Source: an optimization exercise on an open RTL-to-GDS flow (aim: small area and a short achievable clock period). Production flows keep margins and buffers that such runs may drop. RTL that was checked went through simulation tests only; none was proved equivalent to the original. The clock port is modelled as an ideal driver, which makes a skipped or thinned clock tree look cheaper than it is; a real chip needs a root buffer or a tree. No activity file was given, so power comes from the tool's default toggle rates.

## the previous run
Design moving_avg_filt, start of the top module:
module moving_avg_filt(
  input clk,
  input signed [7:0] signal_in,
  output signed [7:0] signal_out
  );
Size: ~17 I/O pins, roughly 13000 um^2 of cells after synthesis.
==> module moving_avg_filt, before the edit <==
module moving_avg_filt(
  input clk,
  input signed [7:0] signal_in,
  output signed [7:0] signal_out
  );
  parameter N = 64;  
  reg signed [7:0] q [0:N];
  reg signed [13:0] sum;
  reg [13:0] acc;
  reg [5:0] phase;
  reg load;    
  integer i;
  wire signed [13:0] acc_sum = {~acc[13], acc[12:0]};
  wire [13:0] base = load ? acc_sum : sum;
  wire [13:0] x = {{6{q[0][7]}}, q[0]};
  wire [13:0] y = ~{{6{q[N][7]}}, q[N]};
  wire [13:0] s3 = base ^ x ^ y;
  wire [13:0] c3 = (base & x) | (base & y) | (x & y);
  always @(posedge clk) begin
    q[0] <= signal_in;
    for (i = 0; i < N; i = i + 1)
      q[i + 1] <= q[i];
    phase <= phase + 6'd1;
    load <= (phase == 6'd62);
    sum <= s3 + {c3[12:0], 1'b1};
    acc <= (load ? 14'd0 : acc) + {~q[0][7], q[0][6:0]};
  end
  assign signal_out = sum[13:6];
endmodule
Settings: LEC_CHECK=0, ABC_CLOCK_PERIOD_IN_PS=2000, CAP_MARGIN=20, CORE_MARGIN=2, CORE_UTILIZATION=60, HOLD_SLACK_MARGIN=0, PLACE_DENSITY=0.75, SLEW_MARGIN=20; clock period 8.0 ns.
standard.sh (not shown) runs the stock make flow with config.mk's settings and CLKGATE_MAP_FILE= SYNTH_SCRIPT=/design/flow/synth_recipe.tcl, a recipe that flattens the netlist after the stock synthesis.
==> flow/flow/run.sh <==
#!/bin/bash
set -euo pipefail
bash standard.sh \
  BUFFER_PORTS_ARGS="-buffer_cell sky130_fd_sc_hd__buf_2" \
  CTS_ARGS="-sink_clustering_enable -repair_clock_nets -dont_use_dummy_load -sink_clustering_size 34 -sink_clustering_max_diameter 70 -buf_list {sky130_fd_sc_hd__clkbuf_16}" \
  SETUP_SLACK_MARGIN=5.4 \
  finish > flow.log 2>&1
No stage failed in the previous run, and the final checks on the layout all came back clean.
Setup changes, the previous run to the current run
==> flow/design.v <==
module moving_avg_filt(
  input clk,
  input signed [7:0] signal_in,
  output signed [7:0] signal_out
  );
  parameter N = 64;  
  reg signed [7:0] q [0:N];
  reg signed [13:0] sum;
  reg [13:0] acc;
  reg [5:0] phase;
  reg load;    
  integer i;
  wire signed [13:0] acc_sum = {~acc[13], acc[12:0]};
  always @(posedge clk) begin
    q[0] <= signal_in;
    for (i = 0; i < N; i = i + 1)
      q[i + 1] <= q[i];
    phase <= phase + 6'd1;
    load <= (phase == 6'd62);
    sum <= (load ? acc_sum : sum) + q[0] - q[N];
    acc <= (load ? 14'd0 : acc) + {~q[0][7], q[0][6:0]};
  end
  assign signal_out = sum[13:6];
endmodule
Results
- The current run: PASS, flow complete, no timing, DRC or antenna violations
- Compared with the previous run, the current run shows a higher combinational power.
- Lower global-route usage among the previous run and the current run: the current run
- Per the comparison of the current run with the previous run, path length in cells of the critical path now sits higher, clock-cell share of area now sits at about the same level, met2 usage now sits lower.
- The current run against the previous run: multi-input combinational cell count shrank by 9; fraction of area in multi-input gates has remained practically unchanged; relative area change from synthesis to final layout increased 0.28 points; combinational group share of total power saw an increase; count of buffers not belonging to the clock network in the layout climbed about 12%.
- The previous run vs the current run, critical path class: reg2out vs reg2reg
- Run comparison: the previous run beginning of the critical path sum[13]; the current run beginning of the critical path load
- Compared with the previous run, the current run shows clock skew lower by 0.037 ns.
- On initial core utilization, the previous run and the current run are basically level.
- Between the previous run and the current run, the total power draw is lower for the previous run.
No functional check of the RTL was part of any run of this note.

moving_avg_filt, a different RTL version from the one above (not shown whole).
Size: about 790 cells after synthesis, ~570 flip-flops, roughly 0.013 mm² of cells after synthesis.
Design moving_avg_filt, start of the top module:
module moving_avg_filt(
  input clk,
  input signed [7:0] signal_in,
  output reg signed [7:0] signal_out
  );
==> module moving_avg_filt, before the edit <==
module moving_avg_filt(
  input clk,
  input signed [7:0] signal_in,
  output reg signed [7:0] signal_out
  );
  parameter N = 64;  
  reg signed [7:0] q [0:N-1];
  reg [7:0] ss;
  reg [7:0] sc;
  reg [5:0] hi;
  reg ca;
  reg cb;
  reg [13:0] acc;
  reg [5:0] phase;
  reg load_a;
  reg pre_b;
  reg load_b;
  reg keep;
  reg clear;
  integer i;
  wire [7:0] xu = {~signal_in[7], signal_in[6:0]};       
  wire [7:0] q0u = {~q[0][7], q[0][6:0]};                
  wire [7:0] yn = {q[N-1][7], ~q[N-1][6:0]};             
  wire [7:0] a = load_a ? acc[7:0] : ss;
  wire [7:0] b = load_b ? q0u : sc;
  wire [7:0] r1c = load_b ? 8'd0 : yn;
  wire [7:0] s1 = a ^ b ^ r1c;
  wire [8:0] c1 = {(a & b) | (a & r1c) | (b & r1c), keep};    
  wire [7:0] s2 = s1 ^ c1[7:0] ^ xu;
  wire [8:0] c2 = {(s1 & c1[7:0]) | (s1 & xu) | (c1[7:0] & xu), 1'b0};
  wire [5:0] hi_up = hi + 6'd1;
  wire [5:0] hi_dn = hi - 6'd1;
  wire [5:0] hi_next = load_a ? {~acc[13], acc[12:8]} :
                       (ca & cb) ? hi_up : ((ca | cb) ? hi : hi_dn);
  wire [8:0] lo_sum = {1'b0, ss} + {1'b0, sc};
  wire [1:0] cab = {ca & cb, ca ^ cb};
  wire [1:0] cab1 = {ca | cb, ~(ca ^ cb)};       
  wire [5:0] hi_c0 = hi + {4'd0, cab};
  wire [5:0] hi_c1 = hi + {4'd0, cab1};
  wire [5:0] hi_sum = lo_sum[8] ? hi_c1 : hi_c0;
  wire [7:0] acc_lo = clear ? 8'd0 : acc[7:0];
  wire [8:0] alo = {1'b0, acc_lo} + {1'b0, q0u};
  wire [5:0] ahi_up = acc[13:8] + 6'd1;
  wire [5:0] ahi = clear ? 6'd0 : (alo[8] ? ahi_up : acc[13:8]);
  always @(posedge clk) begin
    q[0] <= signal_in;
    for (i = 0; i < N - 1; i = i + 1)
      q[i + 1] <= q[i];
    phase <= phase + 6'd1;
    load_a <= (phase == 6'd62);
    pre_b <= (phase == 6'd61);
    load_b <= pre_b;
    keep <= (phase != 6'd62);
    clear <= (phase == 6'd0);
    ss <= s2;
    sc <= c2[7:0];
    ca <= c1[8];
    cb <= c2[8];
    hi <= hi_next;
    acc <= {ahi, alo[7:0]};
    signal_out <= {hi_sum, lo_sum[7:6]};
  end
endmodule
==> flow/config.mk <==
export PLATFORM = sky130hd
export DESIGN_NAME = moving_avg_filt
export DESIGN_NICKNAME = moving_avg_filt
export VERILOG_FILES = /design/flow/design.v
export SDC_FILE = /design/flow/constraint.sdc
export NUM_CORES = 4
export LEC_CHECK = 0
export ABC_CLOCK_PERIOD_IN_PS = 2000
export CAP_MARGIN = 20
export CORE_MARGIN = 2
export CORE_UTILIZATION = 60
export HOLD_SLACK_MARGIN = 0
export PLACE_DENSITY = 0.75
export SLEW_MARGIN = 20
==> flow/constraint.sdc <==
create_clock -name core_clock -period 8.0 [get_ports {clk}]
set_input_delay 1.6000 -clock core_clock [delete_from_list [all_inputs] [get_ports {clk}]]
set_output_delay 1.6000 -clock core_clock [all_outputs]
set_load 0.01 [all_outputs]
==> flow/flow/run.sh <==
#!/bin/bash
# Standard ORFS layout (standard synthesis unchanged) with port buffers of a
# plain buffer cell, no CTS dummy loads, a tighter setup repair target, and
# the clock tree reshaped after CTS (flow/clocktree.tcl).
set -euo pipefail
bash standard.sh \
  BUFFER_PORTS_ARGS="-buffer_cell sky130_fd_sc_hd__buf_2" \
  CTS_ARGS="-sink_clustering_enable -repair_clock_nets -dont_use_dummy_load -sink_clustering_size 34 -sink_clustering_max_diameter 70 -buf_list {sky130_fd_sc_hd__clkbuf_16}" \
  POST_CTS_TCL="$PWD/flow/clocktree.tcl" \
  SETUP_SLACK_MARGIN=5.4 \
  finish > flow.log 2>&1
Other scripts of this flow, unchanged in this note and not shown: flow/flow/clocktree.tcl
The first run went through all stages and came out clean.
Then changed:
--- a/flow/design.v
+++ b/flow/design.v
@@ -33,11 +33,7 @@
   wire [5:0] hi_next = load_a ? {~acc[13], acc[12:8]} :
                        (ca & cb) ? hi_up : ((ca | cb) ? hi : hi_dn);
   wire [8:0] lo_sum = {1'b0, ss} + {1'b0, sc};
-  wire [1:0] cab = {ca & cb, ca ^ cb};
-  wire [1:0] cab1 = {ca | cb, ~(ca ^ cb)};       
-  wire [5:0] hi_c0 = hi + {4'd0, cab};
-  wire [5:0] hi_c1 = hi + {4'd0, cab1};
-  wire [5:0] hi_sum = lo_sum[8] ? hi_c1 : hi_c0;
+  wire [5:0] hi_sum = hi + {5'd0, ca} + {5'd0, cb} + {5'd0, lo_sum[8]};
   wire [7:0] acc_lo = clear ? 8'd0 : acc[7:0];
   wire [8:0] alo = {1'b0, acc_lo} + {1'b0, q0u};
   wire [5:0] ahi_up = acc[13:8] + 6'd1;
=> Area after synthesis shrinks by 0.39%; clock skew shrinks by 0.052 ns; synthesized cell count shrinks by 1.9%; cell area is about the same; routed wire length shrinks by 2.1%; power hardly moves; via count shrinks by 1.4%; die area shrinks by 0.38%; global-route usage hardly moves; worst setup slack gets worse by 0.13 ns; cell count shrinks by 0.72%; critical path depth grows by 2; register-to-register slack gets worse by 0.13 ns; fmax shrinks by 4.9%.
Only the layout flow was run in the second run of this note; the RTL was not checked for function there.

-- separate check: timing with driven ports --
The flow's constraints put no driver on any port. The routed layouts listed below were extracted and timed again, unchanged, in two steps. Step 1 sets driving cells, clkbuf_16 on the clock port and buf_2 on the other inputs (assumed; they add their load-dependent delay and slew). Step 2, shift: input delay + t, output delay - t, t = (earliest + latest rising clock arrival at the registers) / 2. This alone moves slack from input paths to output paths. Slacks: ideal / step 1 / step 2; pairs: ideal / step 1.
| run | t, ns | setup WS [ns] | worst register clock-pin slew, ns |
|---|---|---|---|
| the previous run | 0.553 | 5.380 / 5.340 / 5.381 | 0.12 / 0.12 |
| the current run | 0.558 | 5.196 / 5.196 / 5.196 | 0.12 / 0.12 |
| the first run of note 2 | 0.410 | 5.463 / 5.463 / 5.463 | 0.12 / 0.12 |
| the second run of note 2 | 0.418 | 5.332 / 5.332 / 5.332 | 0.12 / 0.12 |
After both steps every run listed still meets setup and hold.
